Source: an optimization exercise on an open RTL-to-GDS flow (aim: small area, a short achievable clock period and few clock cycles). Production flows keep margins and buffers that such runs may drop.
In this exercise RTL edits were held to simulation tests only and were not proved equivalent to the original.
Power figures rest on the tool's default switching activity, not on a simulated workload.

`design/flow/design.v`:
```
module ysyx_23060025 (
	input				clock,
	input				reset,
	input				io_interrupt,
	input				io_master_awready,
	output				io_master_awvalid,
	output		[31:0]	io_master_awaddr,
	output		[3:0]	io_master_awid,
	output		[7:0]	io_master_awlen,
	output		[2:0]	io_master_awsize,
	output		[1:0]	io_master_awburst,
	input				io_master_wready,
	output				io_master_wvalid,
	output		[31:0]	io_master_wdata,
	output		[3:0]	io_master_wstrb,
	output				io_master_wlast,
	output				io_master_bready,
	input				io_master_bvalid,
	input		[1:0]	io_master_bresp,
	input		[3:0]	io_master_bid,
	input				io_master_arready,
	output				io_master_arvalid,
	output		[31:0]	io_master_araddr,
	output		[3:0]	io_master_arid,
	output		[7:0]	io_master_arlen,
	output		[2:0]	io_master_arsize,
	output		[1:0]	io_master_arburst,
	output				io_master_rready,
	input				io_master_rvalid,
	input		[1:0]	io_master_rresp,
	input		[31:0]	io_master_rdata,
	input				io_master_rlast,
	input		[3:0]	io_master_rid,
	output				io_slave_awready,
	input				io_slave_awvalid,
	input		[31:0]	io_slave_awaddr,
	input		[3:0]	io_slave_awid,
	input		[7:0]	io_slave_awlen,
	input		[2:0]	io_slave_awsize,
	input		[1:0]	io_slave_awburst,
	output				io_slave_wready,
	input				io_slave_wvalid,
	input		[31:0]	io_slave_wdata,
	input		[3:0]	io_slave_wstrb,
	input				io_slave_wlast,
	input				io_slave_bready,
	output				io_slave_bvalid,
	output		[1:0]	io_slave_bresp,
	output		[3:0]	io_slave_bid,
	output				io_slave_arready,
	input				io_slave_arvalid,
	input		[31:0]	io_slave_araddr,
	input		[3:0]	io_slave_arid,
	input		[7:0]	io_slave_arlen,
	input		[2:0]	io_slave_arsize,
	input		[1:0]	io_slave_arburst,
	input				io_slave_rready,
	output				io_slave_rvalid,
	output		[1:0]	io_slave_rresp,
	output		[31:0]	io_slave_rdata,
	output				io_slave_rlast,
	output		[3:0]	io_slave_rid
);
	assign io_slave_awready = 1'b0;
	assign io_slave_wready  = 1'b0;
	assign io_slave_bvalid  = 1'b0;
	assign io_slave_bresp   = 2'b0;
	assign io_slave_bid     = 4'b0;
	assign io_slave_arready = 1'b0;
	assign io_slave_rvalid  = 1'b0;
	assign io_slave_rresp   = 2'b0;
	assign io_slave_rdata   = 32'b0;
	assign io_slave_rlast   = 1'b0;
	assign io_slave_rid     = 4'b0;
	reg  [29:0] pc_f;		 
	reg  [29:0] pc_x;		 
	reg  [31:0] ir;
	reg         ir_v;
	reg  [1:0]  xs;			 
	reg  [63:0] mtime;
	reg  [31:0] rf [1:15];
	reg  [31:0] mtvec, mepc, mcause;
	localparam R_IDLE = 2'd0, R_FILL = 2'd1, R_LOAD = 2'd2;
	reg  [1:0]  rs;
	reg         arv;
	reg  [31:0] ara;
	reg  [1:0]  arl;
	reg  [1:0]  fidx;		 
	reg  [1:0]  fw;			 
	reg         awv, wv;
	reg  [29:0] awa;
	reg  [31:0] wd;
	reg  [3:0]  wst;
	reg  [31:0] ic_data [0:15];
	reg  [25:0] ic_tag  [0:3];
	reg  [3:0]  ic_wv   [0:3];
	assign io_master_arvalid = arv;
	assign io_master_araddr  = ara;
	assign io_master_arid    = 4'd0;
	assign io_master_arlen   = {6'd0, arl};
	assign io_master_arsize  = 3'b010;
	assign io_master_arburst = 2'b01;
	assign io_master_rready  = 1'b1;
	assign io_master_awvalid = awv;
	assign io_master_awaddr  = {awa, 2'b00};
	assign io_master_awid    = 4'd1;
	assign io_master_awlen   = 8'd0;
	assign io_master_awsize  = 3'b010;
	assign io_master_awburst = 2'b01;
	assign io_master_wvalid  = wv;
	assign io_master_wdata   = wd;
	assign io_master_wstrb   = wst;
	assign io_master_wlast   = 1'b1;
	assign io_master_bready  = 1'b1;
	wire [1:0]  f_idx  = pc_f[3:2];
	wire [1:0]  f_word = pc_f[1:0];
	wire        f_tag_ok = (ic_tag[f_idx] == pc_f[29:4]);
	wire        f_hit  = f_tag_ok & ic_wv[f_idx][f_word];
	wire [31:0] f_inst = ic_data[pc_f[3:0]];
	wire [4:0] opc = ir[6:2];
	wire [2:0] f3  = ir[14:12];
	wire is_lui   = (opc == 5'b01101);
	wire is_auipc = (opc == 5'b00101);
	wire is_jal   = (opc == 5'b11011);
	wire is_jalr  = (opc == 5'b11001);
	wire is_br    = (opc == 5'b11000);
	wire is_ld    = (opc == 5'b00000);
	wire is_st    = (opc == 5'b01000);
	wire is_opi   = (opc == 5'b00100);
	wire is_op    = (opc == 5'b01100);
	wire is_sys   = (opc == 5'b11100);
	wire is_csr   = is_sys & (f3 == 3'b001 | f3 == 3'b010);
	wire is_ecall = is_sys & (f3 == 3'b000) & ~ir[29] & ~ir[20];
	wire is_mret  = is_sys & (f3 == 3'b000) & ir[29];
	wire is_ctrl  = is_jal | is_jalr | is_br | is_ecall | is_mret;
	wire [3:0] ra1 = ir[18:15];
	wire [3:0] ra2 = ir[23:20];
	wire [3:0] rd  = ir[10:7];
	wire [31:0] rv1 = (ra1 == 4'd0) ? 32'd0 : rf[ra1];
	wire [31:0] rv2 = (ra2 == 4'd0) ? 32'd0 : rf[ra2];
	wire [31:0] imm_i = {{20{ir[31]}}, ir[31:20]};
	wire [31:0] imm_s = {{20{ir[31]}}, ir[31:25], ir[11:7]};
	wire [31:0] imm_b = {{20{ir[31]}}, ir[7], ir[30:25], ir[11:8], 1'b0};
	wire [31:0] imm_u = {ir[31:12], 12'd0};
	wire [31:0] imm_j = {{12{ir[31]}}, ir[19:12], ir[20], ir[30:21], 1'b0};
	wire use_rs2 = is_op | is_br;
	wire [31:0] opb = use_rs2 ? rv2 : (is_st ? imm_s : imm_i);
	wire do_sub = is_br | ((is_op | is_opi) & (f3 == 3'b010 | f3 == 3'b011)) | (is_op & (f3 == 3'b000) & ir[30]);
	wire [32:0] sum33 = {1'b0, rv1} + {1'b0, opb ^ {32{do_sub}}} + {32'd0, do_sub};
	wire [31:0] sum = sum33[31:0];
	wire ltu = ~sum33[32];
	wire lts = (rv1[31] == opb[31]) ? sum[31] : rv1[31];
	wire eq  = (rv1 == opb);
	wire br_cond = f3[2] ? (f3[1] ? ltu : lts) : eq;
	wire br_taken = br_cond ^ f3[0];
	wire [4:0]  shamt = opb[4:0];
	wire        sh_left = (f3 == 3'b001);
	wire [31:0] sh_in;
	genvar gi;
	generate for (gi = 0; gi < 32; gi = gi + 1) begin : g_rev
		assign sh_in[gi] = sh_left ? rv1[31-gi] : rv1[gi];
	end endgenerate
	wire        sh_fill = ir[30] & rv1[31] & ~sh_left;
	wire [31:0] sh_out = $signed({sh_fill, sh_in}) >>> shamt;
	wire [31:0] sh_res;
	generate for (gi = 0; gi < 32; gi = gi + 1) begin : g_rev2
		assign sh_res[gi] = sh_left ? sh_out[31-gi] : sh_out[gi];
	end endgenerate
	reg [31:0] alu_res;
	always @(*) begin
		case (f3)
			3'b000: alu_res = sum;
			3'b001: alu_res = sh_res;
			3'b010: alu_res = {31'd0, lts};
			3'b011: alu_res = {31'd0, ltu};
			3'b100: alu_res = rv1 ^ opb;
			3'b101: alu_res = sh_res;
			3'b110: alu_res = rv1 | opb;
			default: alu_res = rv1 & opb;
		endcase
	end
	wire [31:0] pc_imm = is_br ? imm_b : (is_jal ? imm_j : imm_u);
	wire [31:0] pc_add = {pc_x, 2'b00} + pc_imm;
	wire [11:0] csr_a = ir[31:20];
	reg  [31:0] csr_old;
	always @(*) begin
		case (csr_a)
			12'h300: csr_old = 32'h0000_1800;
			12'h305: csr_old = mtvec;
			12'h341: csr_old = mepc;
			12'h342: csr_old = mcause;
			12'hF11: csr_old = 32'h7973_7978;
			12'hF12: csr_old = 32'd23060025;
			default: csr_old = 32'd0;
		endcase
	end
	wire [31:0] csr_new = f3[1] ? (csr_old | rv1) : rv1;
	wire        ld_clint = (sum[31:16] == 16'h0200);
	wire        bus_idle = (rs == R_IDLE);
	wire        ld_issue = ir_v & is_ld & (xs == 2'd0) & bus_idle & ~wv;
	wire        ld_data_v = (rs == R_LOAD) & io_master_rvalid;
	wire [31:0] ld_word = (xs == 2'd3) ? (ara[2] ? mtime[63:32] : mtime[31:0]) : io_master_rdata;
	wire [31:0] ld_sh   = ld_word >> {ara[1:0], 3'b000};
	wire [31:0] ld_val  = f3[1] ? ld_sh :
	                      f3[0] ? {{16{~f3[2] & ld_sh[15]}}, ld_sh[15:0]} :
	                              {{24{~f3[2] & ld_sh[7]}}, ld_sh[7:0]};
	wire        ld_done = (xs == 2'd3) | ((xs == 2'd2) & ld_data_v);
	wire        st_ok = ~awv & ~wv;
	wire [3:0]  st_mask = f3[1] ? 4'b1111 : f3[0] ? (sum[1] ? 4'b1100 : 4'b0011) :
	                      (4'b0001 << sum[1:0]);
	wire [31:0] st_data = f3[1] ? rv2 : f3[0] ? {2{rv2[15:0]}} : {4{rv2[7:0]}};
	wire x_done = ir_v & (is_ld ? ld_done : is_st ? st_ok : 1'b1);
	wire redirect = ir_v & (is_jal | is_jalr | (is_br & br_taken) | is_ecall | is_mret);
	wire [31:0] target = is_jalr ? sum : is_ecall ? mtvec : is_mret ? mepc : pc_add;
	wire wr_rd = x_done & (is_lui | is_auipc | is_jal | is_jalr | is_ld | is_opi | is_op | is_csr) & (rd != 4'd0);
	wire [31:0] rd_val = is_ld ? ld_val :
	                     is_lui ? imm_u :
	                     is_auipc ? pc_add :
	                     (is_jal | is_jalr) ? {pc_f, 2'b00} :
	                     is_csr ? csr_old : alu_res;
	integer k;
	always @(posedge clock) begin
		if (wr_rd) rf[rd] <= rd_val;
	end
	always @(posedge clock) begin
		if (ir_v & is_csr & (csr_a == 12'h305)) mtvec <= csr_new;
		if (ir_v & is_ecall) mepc <= {pc_x, 2'b00};
		else if (ir_v & is_csr & (csr_a == 12'h341)) mepc <= csr_new;
		if (ir_v & is_ecall) mcause <= 32'd11;
		else if (ir_v & is_csr & (csr_a == 12'h342)) mcause <= csr_new;
	end
	always @(posedge clock) begin
		if (reset) mtime <= 64'd0;
		else mtime <= mtime + 64'd1;
	end
	wire take = f_hit & (~ir_v | x_done) & ~redirect;
	wire fill_start = bus_idle & ~f_hit & ~(ir_v & (is_ctrl | is_ld));
	always @(posedge clock) begin
		if (reset) begin
			pc_f <= 30'h0C00_0000;
			ir_v <= 1'b0;
		end else if (redirect) begin
			pc_f <= target[31:2];
			ir_v <= 1'b0;
		end else if (take) begin
			pc_f <= pc_f + 30'd1;
			ir_v <= 1'b1;
		end else if (x_done) begin
			ir_v <= 1'b0;
		end
	end
	always @(posedge clock) begin
		if (take) begin
			ir   <= f_inst;
			pc_x <= pc_f;
		end
	end
	always @(posedge clock) begin
		if (reset) xs <= 2'd0;
		else if (ld_issue) xs <= ld_clint ? 2'd3 : 2'd2;
		else if (ld_done) xs <= 2'd0;
	end
	always @(posedge clock) begin
		if (reset) begin
			rs  <= R_IDLE;
			arv <= 1'b0;
		end else begin
			if (arv & io_master_arready) arv <= 1'b0;
			case (rs)
				R_IDLE: begin
					if (ld_issue) begin
						if (~ld_clint) begin
							arv <= 1'b1;
							rs  <= R_LOAD;
						end
					end else if (fill_start) begin
						arv <= 1'b1;
						rs  <= R_FILL;
					end
				end
				default: begin
					if (io_master_rvalid & io_master_rlast) rs <= R_IDLE;
				end
			endcase
		end
	end
	always @(posedge clock) begin
		if (bus_idle) begin
			if (ld_issue) begin
				ara <= sum;
				arl <= 2'd0;
			end else begin
				ara <= {pc_f, 2'b00};
				arl <= ~pc_f[1:0];
				fidx <= pc_f[3:2];
				fw   <= pc_f[1:0];
			end
		end else if ((rs == R_FILL) & io_master_rvalid) begin
			fw <= fw + 2'd1;
		end
	end
	always @(posedge clock) begin
		if ((rs == R_FILL) & io_master_rvalid) ic_data[{fidx, fw}] <= io_master_rdata;
	end
	always @(posedge clock) begin
		if (bus_idle & ~ld_issue & fill_start & ~f_tag_ok) ic_tag[f_idx] <= pc_f[29:4];
	end
	always @(posedge clock) begin
		if (reset) begin
			for (k = 0; k < 4; k = k + 1) ic_wv[k] <= 4'd0;
		end else if ((rs == R_FILL) & io_master_rvalid) begin
			ic_wv[fidx][fw] <= 1'b1;
		end else if (bus_idle & ~ld_issue & fill_start & ~f_tag_ok) begin
			ic_wv[f_idx] <= 4'd0;
		end
	end
	wire st_go = ir_v & is_st & st_ok;
	always @(posedge clock) begin
		if (reset) begin
			awv <= 1'b0;
			wv  <= 1'b0;
		end else if (st_go) begin
			awv <= 1'b1;
			wv  <= 1'b1;
		end else begin
			if (io_master_awready) awv <= 1'b0;
			if (io_master_wready)  wv  <= 1'b0;
		end
	end
	always @(posedge clock) begin
		if (st_go) begin
			awa <= sum[31:2];
			wd  <= st_data;
			wst <= st_mask;
		end
	end
endmodule
```
`design/flow/run.sh`:
```
#!/bin/bash
# synth_recipe.tcl (not shown) runs the flow's synth.tcl, then flattens the netlist and writes it again
# the make line also repeats each setting of config.mk as NAME=value (left out here)
make -C /OpenROAD-flow-scripts/flow DESIGN_CONFIG=/design/flow/config.mk WORK_HOME=/design/flow/orfs CLKGATE_MAP_FILE= SYNTH_SCRIPT=/design/flow/synth_recipe.tcl finish
```
`design/flow/config.mk`:
```
export PLATFORM = sky130hd
export DESIGN_NAME = ysyx_23060025
export DESIGN_NICKNAME = ysyx_23060025
export VERILOG_FILES = /design/flow/design.v
export SDC_FILE = /design/flow/constraint.sdc
export NUM_CORES = 4
export LEC_CHECK = 0
export CAP_MARGIN = 20
export CORE_MARGIN = 2
export CORE_UTILIZATION = 40
export SLEW_MARGIN = 20
```
`design/flow/constraint.sdc`:
```
create_clock -name core_clock -period 12.0 [get_ports {clock}]
set_input_delay 2.4000 -clock core_clock [delete_from_list [all_inputs] [get_ports {clock}]]
set_output_delay 2.4000 -clock core_clock [all_outputs]
set_load 0.01 [all_outputs]
```
==> results of run 1 <==
==> routing by layer <==
| metal | up-vias | track usage (%) |
|---|---|---|
| met2 | 3201 | 41.8 |
| li1 | 22300 | - |
| met3 | 637 | 7.57 |
| met4 | 18 | 12.5 |
| met1 | 26800 | 39.0 |
| met5 | - | 0 |
==> final cells by class <==
cell class / instances / share of cell area [%]
antenna: 10 / 0.0299
clock buffer: 191 / 4.87
clock inverter: 87 / 1.36
inverter: 146 / 0.656
multi-input combinational: 3749 / 35.6
sequential: 1444 / 50.2
tap: 2464 / 3.68
timing repair buffer: 355 / 3.69
==> flip-flops by register name, indices dropped and copies added (netlist names), 4 cells and up, named ones only <==
name and cells:
mepc 32, ara 32, pc_f 30, awa 30, mtvec 32, mtime 64, rf 480, ic_wv 16
ic_tag 104, mcause 32, ir 30, wst 4, wd 32, ic_data 480, pc_x 30
==> metrics by stage <==
| stage | cells | setup slack, ns | hold WS, ns | area, um2 | utilization (%) |
|---|---|---|---|---|---|
| 4_1_cts | 8435 | 2.79 | 0.465 | 83700 | 45.7 |
| 2_1_floorplan | 5814 | 2.85 | 0.424 | 74100 | - |
| 3_5_place_dp | 8157 | 2.86 | 0.451 | 78500 | 42.8 |
| 3_3_place_gp | 8156 | 2.91 | 0.437 | 78400 | 42.8 |
| 6_report | 8446 | 2.64 | 0.470 | 83700 | 45.7 |
| 5_1_grt | 8437 | 2.33 | 0.484 | 83700 | 45.7 |
==> path summary, 6_finish.rpt <==
kind	endpoint	slack, ns	depth (start not counted)
hold reg to reg	mtime[0]$_SDFF_PP0_	0.47	1
hold / removal	mtime[0]$_SDFF_PP0_	0.47	1
setup reg to reg	ir[22]$_DFFE_PP_	2.64	22
setup / recovery	ir[22]$_DFFE_PP_	2.64	22
==> power by group through the flow <==
stage          combinational (mW)  sequential, mW  clock [mW]
3_5_place_dp                0.213            5.59           0
4_1_cts                     0.214            5.49        4.96
3_3_place_gp                0.209            5.59           0
5_1_grt                     0.231            5.49        5.16
6_report                    0.216            5.49        4.89
2_1_floorplan               0.122            5.59           0
==> cells in the final DEF (no fill, tap or decap), drive strengths merged, types with 95 or more instances in the layout <==
| cell type | synthesis | final |
|---|---|---|
| a211oi | 137 | 137 |
| a21oi | 341 | 341 |
| buf | 216 | 215 |
| clkbuf | 259 | 191 |
| clkdlybuf4s50 | 0 | 140 |
| dfxtp | 138 | 138 |
| edfxtp | 1306 | 1306 |
| ha | 130 | 130 |
| inv | 143 | 147 |
| mux2i | 257 | 257 |
| mux4 | 352 | 352 |
| nand2 | 457 | 457 |
| nand3 | 135 | 135 |
| nor2 | 459 | 459 |
| o21ai | 288 | 288 |
| xnor2 | 95 | 95 |
| xor2 | 99 | 99 |
==> kinds of logic (layout without fill, tap and decap cells) <==
group	count (synthesis)	in the layout	share of synthesized area, %
AND/OR/NAND/NOR	1385	1385	8.40
AO/OA/AOI/OAI	1306	1306	11.5
buffers and inverters	621	779	3.80
multiplexers	645	645	14.8
adder cells (fa/ha/maj)	132	132	2.26
XOR/XNOR	194	194	2.31
other	2	97	0.0102
flip-flops	1444	1444	56.9
==> impl_metrics.ini, run 1 <==
[run_status]
status = complete, no violations

[synth]
yosysSeqAreaShare_pct = 56.9
synth_area_leaders = edfxtp_1 53%, mux4_2 11%, dfxtp_1 3.7%
synth_edf_count = 1306
yosysTopAreaCell = edfxtp_1
syn_inst = 5729
ys_ff_latch = 1444
syn_area_um2 = 73800
netlist_top_cells_count = 1,306 x edfxtp_1, 458 x nor2_1, 457 x nand2_1
yosys.cell_count.top_type = edfxtp_1
yosysUniqueCellTypes = 99
async_flop_share_pct = 0
synth_warnings = 1
synth_top_flop_cell = edfxtp_1
synth.avg_cell_area_um2 = 12.9
synth_top_cell_area_share_pct = 53.1

[floorplan]
pin_count = 383
design.die.area_um2 = 188000
die_x_um = 434
core_um2 = 183000
die_h_um = 434
rows = 157
initial_core_util_pct = 40.3

[finish]
fillers = 16300
final_nets = 6176
syn2layout_area_growth_pct = 13.5
seqCellArea_um2 = 42000
drive_gt1_share_pct = 16.2
multi_input_area_um2 = 29800

[cts]
h-tree-depth = 4
post_cts_resized = 0
clock_path_buffers = 3
clock_latency_ns = 0.83
post-cts-setup-buffers = 0
cts_tree = yes
clk_pin_slew_ns = 0.06
cts-root-buf = clkbuf_16
cts-buffers-inserted = 155
ctsHoldBuffers = 0
clock-sinks = 1444

[critical_path]
criticalPathCategory = flop to flop
crit_family = compound AO/OA/AOI/OAI gates
cp_max_fo = 60
cp_data_arrival_time_ns = 9.78
slowest_delay_ns = 0.85
worstPathRequired_ns = 12.42
cp_slowest_cell = nor3b_2
crit_top_cell = buf_4
rr_startpoint = ir[20]$_DFFE_PP_
cp_cell_sequence = buf_4 > mux4_2 > a22oi_1 > nor3b_2 > mux2i_4 > buf_4 > inv_2 > xnor2_1 > fa_1 > a211oi_1 > o21ai_0 > nor2_1 > nor4_1 > o21ai_1 > o21ai_0 > a211oi_1 > o31ai_2 > xnor2_2 > o21a_1 > nor2_4 > nor2_4 > buf_4
cp-start-kind = flop
cp_num_buf_inv = 4
cp-end-kind = flop
startpoint = ir[20]$_DFFE_PP_

[drt]
top_layer = met5
drtIter0Drc = 7421
dr.pass1.iters = 6
routed-wl-met2_mm = 118
routed_wl_mm = 270
vias = 53000
detail-route-antenna-nets = 0
viasPerCell = 6.27
wire_per_inst_um = 31.9
wl_met1_mm = 109
met3_length_mm = 29.7
drc = 0

[power]
switching_power_mw = 2.25
power_mw = 10.6
p_leak_nw = 28.4
pwr-share-clk_pct = 46.2
power_frac_seq_pct = 51.8
p_per_area_nw_per_um2 = 126
vdd_ir_drop_max_v = 0.000122
internal-power_mw = 8.34
swShare_pct = 21.3
share_comb_of_total_power_pct = 2.0

[timing]
slew_headroom_pct = 14.8
period_needed_ns = 9.36
post-route-period-util_pct = 78.0
finalHoldViolCount = 0
maxSlewViolCount = 0
setup_tns_ns = 0
setup_viol = 0
finalClockSkew_ns = 0.0475
fmaxAchievable_mhz = 107
rsz0062_at_grt = false
tightest_slew_ns = 1.26

[place]
post-dp-hpwl_mm = 179
place.port_buffers = 141
gp_congestion = 1.04

[grt]
first_global_vias = 49800
grt_max_degree = 130
antenna_found_initial = 23
grt_usage_pct = 28.3
grt_remaining_overflow = 0
grt_first_pass_wirelength_mm = 377

[min_path]
min-delay-start = mtime[0]$_SDFF_PP0_
hold_class = flop to flop

[flow_run]
maxCapViolCount = 0
Testbench counts, summed over its fixed seeds: cycles 140,580.
==> run 2: changes to the inputs <==
--- a/design/flow/design.v
+++ b/design/flow/design.v
@@ -116,7 +116,10 @@
 	wire [1:0]  f_word = pc_f[1:0];
 	wire        f_tag_ok = (ic_tag[f_idx] == pc_f[29:4]);
 	wire        f_hit  = f_tag_ok & ic_wv[f_idx][f_word];
-	wire [31:0] f_inst = ic_data[pc_f[3:0]];
+	wire        fill_beat = (rs == R_FILL) & io_master_rvalid;
+	wire        f_byp  = fill_beat & f_tag_ok & (pc_f[3:0] == {fidx, fw});
+	wire        f_avail = f_hit | f_byp;
+	wire [31:0] f_inst = f_hit ? ic_data[pc_f[3:0]] : io_master_rdata;
 	wire [4:0] opc = ir[6:2];
 	wire [2:0] f3  = ir[14:12];
 	wire is_lui   = (opc == 5'b01101);
@@ -136,8 +139,7 @@
 	wire [3:0] ra1 = ir[18:15];
 	wire [3:0] ra2 = ir[23:20];
 	wire [3:0] rd  = ir[10:7];
-	wire [31:0] rv1 = (ra1 == 4'd0) ? 32'd0 : rf[ra1];
-	wire [31:0] rv2 = (ra2 == 4'd0) ? 32'd0 : rf[ra2];
+	reg  [31:0] rv1, rv2;		 
 	wire [31:0] imm_i = {{20{ir[31]}}, ir[31:20]};
 	wire [31:0] imm_s = {{20{ir[31]}}, ir[31:25], ir[11:7]};
 	wire [31:0] imm_b = {{20{ir[31]}}, ir[7], ir[30:25], ir[11:8], 1'b0};
@@ -233,7 +235,13 @@
 		if (reset) mtime <= 64'd0;
 		else mtime <= mtime + 64'd1;
 	end
-	wire take = f_hit & (~ir_v | x_done) & ~redirect;
+	wire take = f_avail & (~ir_v | x_done);
+	wire [3:0]  fa1 = f_inst[18:15];
+	wire [3:0]  fa2 = f_inst[23:20];
+	wire [31:0] frv1 = (fa1 == 4'd0) ? 32'd0 : rf[fa1];
+	wire [31:0] frv2 = (fa2 == 4'd0) ? 32'd0 : rf[fa2];
+	wire        fwd1 = wr_rd & (rd == fa1);
+	wire        fwd2 = wr_rd & (rd == fa2);
 	wire fill_start = bus_idle & ~f_hit & ~(ir_v & (is_ctrl | is_ld));
 	always @(posedge clock) begin
 		if (reset) begin
@@ -253,6 +261,8 @@
 		if (take) begin
 			ir   <= f_inst;
 			pc_x <= pc_f;
+			rv1  <= fwd1 ? rd_val : frv1;
+			rv2  <= fwd2 ? rd_val : frv2;
 		end
 	end
 	always @(posedge clock) begin
--- a/design/flow/config.mk
+++ b/design/flow/config.mk
@@ -5,7 +5,9 @@
 export SDC_FILE = /design/flow/constraint.sdc
 export NUM_CORES = 4
 export LEC_CHECK = 0
+export ABC_CLOCK_PERIOD_IN_PS = 4000
 export CAP_MARGIN = 20
 export CORE_MARGIN = 2
 export CORE_UTILIZATION = 40
+export SETUP_SLACK_MARGIN = 5
 export SLEW_MARGIN = 20
==> impl_metrics.ini, run 2 <==
[floorplan]
rows = 161
die_h_um = 444
design.die.area_um2 = 197000
core_um2 = 192000
pin_count = 383
initial_core_util_pct = 40.3
die_x_um = 444

[cts]
cts_tree = yes
clk_pin_slew_ns = 0.06
h-tree-depth = 4
clock_latency_ns = 0.84
clock_path_buffers = 3
cts-buffers-inserted = 161
clock-sinks = 1510
cts-root-buf = clkbuf_16
ctsHoldBuffers = 0

[synth]
syn_area_um2 = 77500
netlist_top_cells_count = 1,370 x edfxtp_1, 537 x nand2_1, 476 x mux2i_1
yosysUniqueCellTypes = 100
synth_edf_count = 1370
synth_warnings = 1
ys_ff_latch = 1510
yosysSeqAreaShare_pct = 56.7
yosysTopAreaCell = edfxtp_1
yosys.cell_count.top_type = edfxtp_1
synth_top_flop_cell = edfxtp_1
syn_inst = 6485
async_flop_share_pct = 0
synth_area_leaders = edfxtp_1 53%, mux2i_1 6.2%, mux4_2 4.9%
synth_top_cell_area_share_pct = 53.1
synth.avg_cell_area_um2 = 11.9

[critical_path]
cp_data_arrival_time_ns = 7.27
worstPathRequired_ns = 12.48
cp_max_fo = 47
slowest_delay_ns = 0.93
criticalPathCategory = flop to flop
cp_cell_sequence = mux2i_1 > xnor2_1 > or4_4 > a2111oi_4 > and4_1 > nand2_4 > a21oi_2 > inv_2 > buf_4 > or3_1 > nand2_2 > o311ai_1
cp-start-kind = flop
cp-end-kind = flop
cp_num_buf_inv = 2
crit_family = simple AND/OR/NAND/NOR gates
cp_slowest_cell = dfxtp_4

[timing]
fmaxAchievable_mhz = 147
worst_hold_slack_ns = 0.463
setup_tns_ns = 0
finalHoldViolCount = 0
maxSlewViolCount = 0
post-route-period-util_pct = 56.6
tightest_slew_ns = 1.25
finalClockSkew_ns = 0.0376
rsz0062_at_grt = false
slew_headroom_pct = 16.8
period_needed_ns = 6.80
setup_ws_ns = 5.20
setup_viol = 0

[place]
post-dp-hpwl_mm = 197
dp_slack_ns = 4.05
place.port_buffers = 141
gp_congestion = 1.03

[grt]
grt_remaining_overflow = 0
antenna_found_initial = 15
grt_first_pass_wirelength_mm = 413
grt_max_degree = 110
grt_usage_pct = 29.3
first_global_vias = 54800

[power]
p_per_area_nw_per_um2 = 127
power_mw = 11.1
p_leak_nw = 30.9
vdd_ir_drop_max_v = 0.000125

[finish]
syn2layout_area_growth_pct = 12.9
drive_gt1_share_pct = 12.3
final_cell_mix = 1,370 x edfxtp_1, 532 x nand2_1, 472 x mux2i_1
mostFrequentLayoutCell = edfxtp_1
final_nets = 6915
reg.largest.list = ic_data (480), rf (480), ic_tag (104)
fillers = 17300

[drt]
vias = 58700
detail-route-antenna-nets = 0
drtIter0Drc = 8143
viasPerCell = 6.35
drc = 0
dr.pass1.iters = 8
routed_wl_mm = 297
wire_per_inst_um = 32.1

[run_status]
status = complete, no violations

[min_path]
hold_class = flop to flop

[flow_run]
maxCapViolCount = 0
==> run 2: cell count changes in the layout (fill, tap and decap cells not counted), moves of 50 or more <==
| cell | delta |
|---|---|
| a21oi_1 | +77 |
| buf_4 | +50 |
| edfxtp_1 | +64 |
| mux2i_1 | +216 |
| mux4_2 | -183 |
| nand2_1 | +77 |
| nand3_1 | +166 |
| nor2_1 | -95 |
| o21ai_0 | +70 |
| o22ai_1 | +141 |
==> run 2: path summary, 6_finish.rpt <==
path | from | to | slack (ns) | depth (start not counted)
max | flop | rv2[3]$_DFFE_PP_ | 5.20 | 12
min | mtime[0]$_SDFF_PP0_ | mtime[0]$_SDFF_PP0_ | 0.46 | 1
max reg2reg | flop | rv2[3]$_DFFE_PP_ | 5.20 | 12
min reg2reg | mtime[0]$_SDFF_PP0_ | mtime[0]$_SDFF_PP0_ | 0.46 | 1
==> run 2: report_power, final <==
part	internal [mW]	switching, mW
Clock	2.70	2.15
Combinational	0.161	0.338
Sequential	5.73	0.0136
Total	8.60	2.50
==> run 2: through the flow <==
stage / area (um2) / std cells / util [%]
after floorplan: 77800 / 6570 / -
after global placement: 82100 / 8947 / 42.7
after detailed placement: 82100 / 8947 / 42.7
after CTS: 87300 / 9241 / 45.4
after global routing: 87500 / 9245 / 45.5
final: 87500 / 9255 / 45.5
==> run 2: cell type report <==
cell class	instances	area [um2]	area share [%]
antenna	11	27.5	0.0315
clock buffer	216	4330	4.95
clock inverter	75	734	0.840
inverter	188	719	0.822
multi-input combinational	4326	31100	35.6
sequential	1510	44000	50.3
tap	2526	3160	3.61
timing repair buffer	403	3410	3.90
==> run 2: worst register-to-register path, delay by kind of cell, from the launching register on <==
kind | cells | cell delay (ns)
AOI/OAI and AO/OA | 3 | 1.42
and+or+nand+nor | 5 | 2.81
DFF | 1 | 0.93
muxes | 1 | 0.35
xor gates and xnor gates | 1 | 0.09
buffers and inverters | 2 | 0.85
==> run 2: repair_timing <==
action                                 in CTS  in global routing
endpoints found under the hold margin       0                  0
pin swaps                                   1                  1
cloned                                      0                  0
setup endpoints to repair                 259                182
setup buffers                               3                  3
resized for setup                          18                 17
==> run 2: per-layer routing <==
layer	up-vias	GRT usage [%]	wire length, um
met2	3598	44.6	132000
li1	25000	-	-
met3	737	6.70	31400
met1	29400	38.7	115000
met5	-	0	80
met4	12	16.2	18900
==> run 2: kinds of logic (layout without fill, tap and decap cells) <==
logic type | count (synthesis) | in the layout | synth area share [%]
AOI/OAI and AO/OA | 1581 | 1581 | 13.0
adders and majority gates | 132 | 132 | 2.15
xor gates and xnor gates | 192 | 192 | 2.17
DFF | 1510 | 1510 | 56.7
other | 2 | 98 | 0.00970
buffers and inverters | 734 | 882 | 4.27
and+or+nand+nor | 1658 | 1658 | 10.1
muxes | 676 | 676 | 11.6
Testbench counts of run 2, summed over its fixed seeds: cycles 137,174.

## re-timing with driven ports
In the flow no input, the clock included, has a driving cell. The finished layouts below were timed again as built, in two steps. Step 1: set_driving_cell puts a clkbuf_16 on clock and a buf_2 on each other input, an assumption about the parent block. Step 2 times the ports against the registers' clock, not the clock port: input delays grow and output delays shrink by t, the midpoint of the rising clock arrivals with the driver on. a / b / c = ideal / step 1 / step 2; a / b = the first two.
| run | shift t [ns] | setup WS [ns] | worst setup path at the end | clock arrival spread, ns | slew at the worst register clock pin (ns) |
|---|---|---|---|---|---|
| run 1 | 0.893 | 2.643 / 2.643 / 2.643 | register to register | 0.048 / 0.047 | 0.08 / 0.08 |
| run 2 | 0.913 | 5.203 / 5.203 / 4.562 | input to register | 0.039 / 0.039 | 0.07 / 0.07 |
After both steps every run listed still meets setup and hold. The setup slack of run 2, which loses most, moves by 0.000 ns with the drivers and by -0.641 ns with both steps.
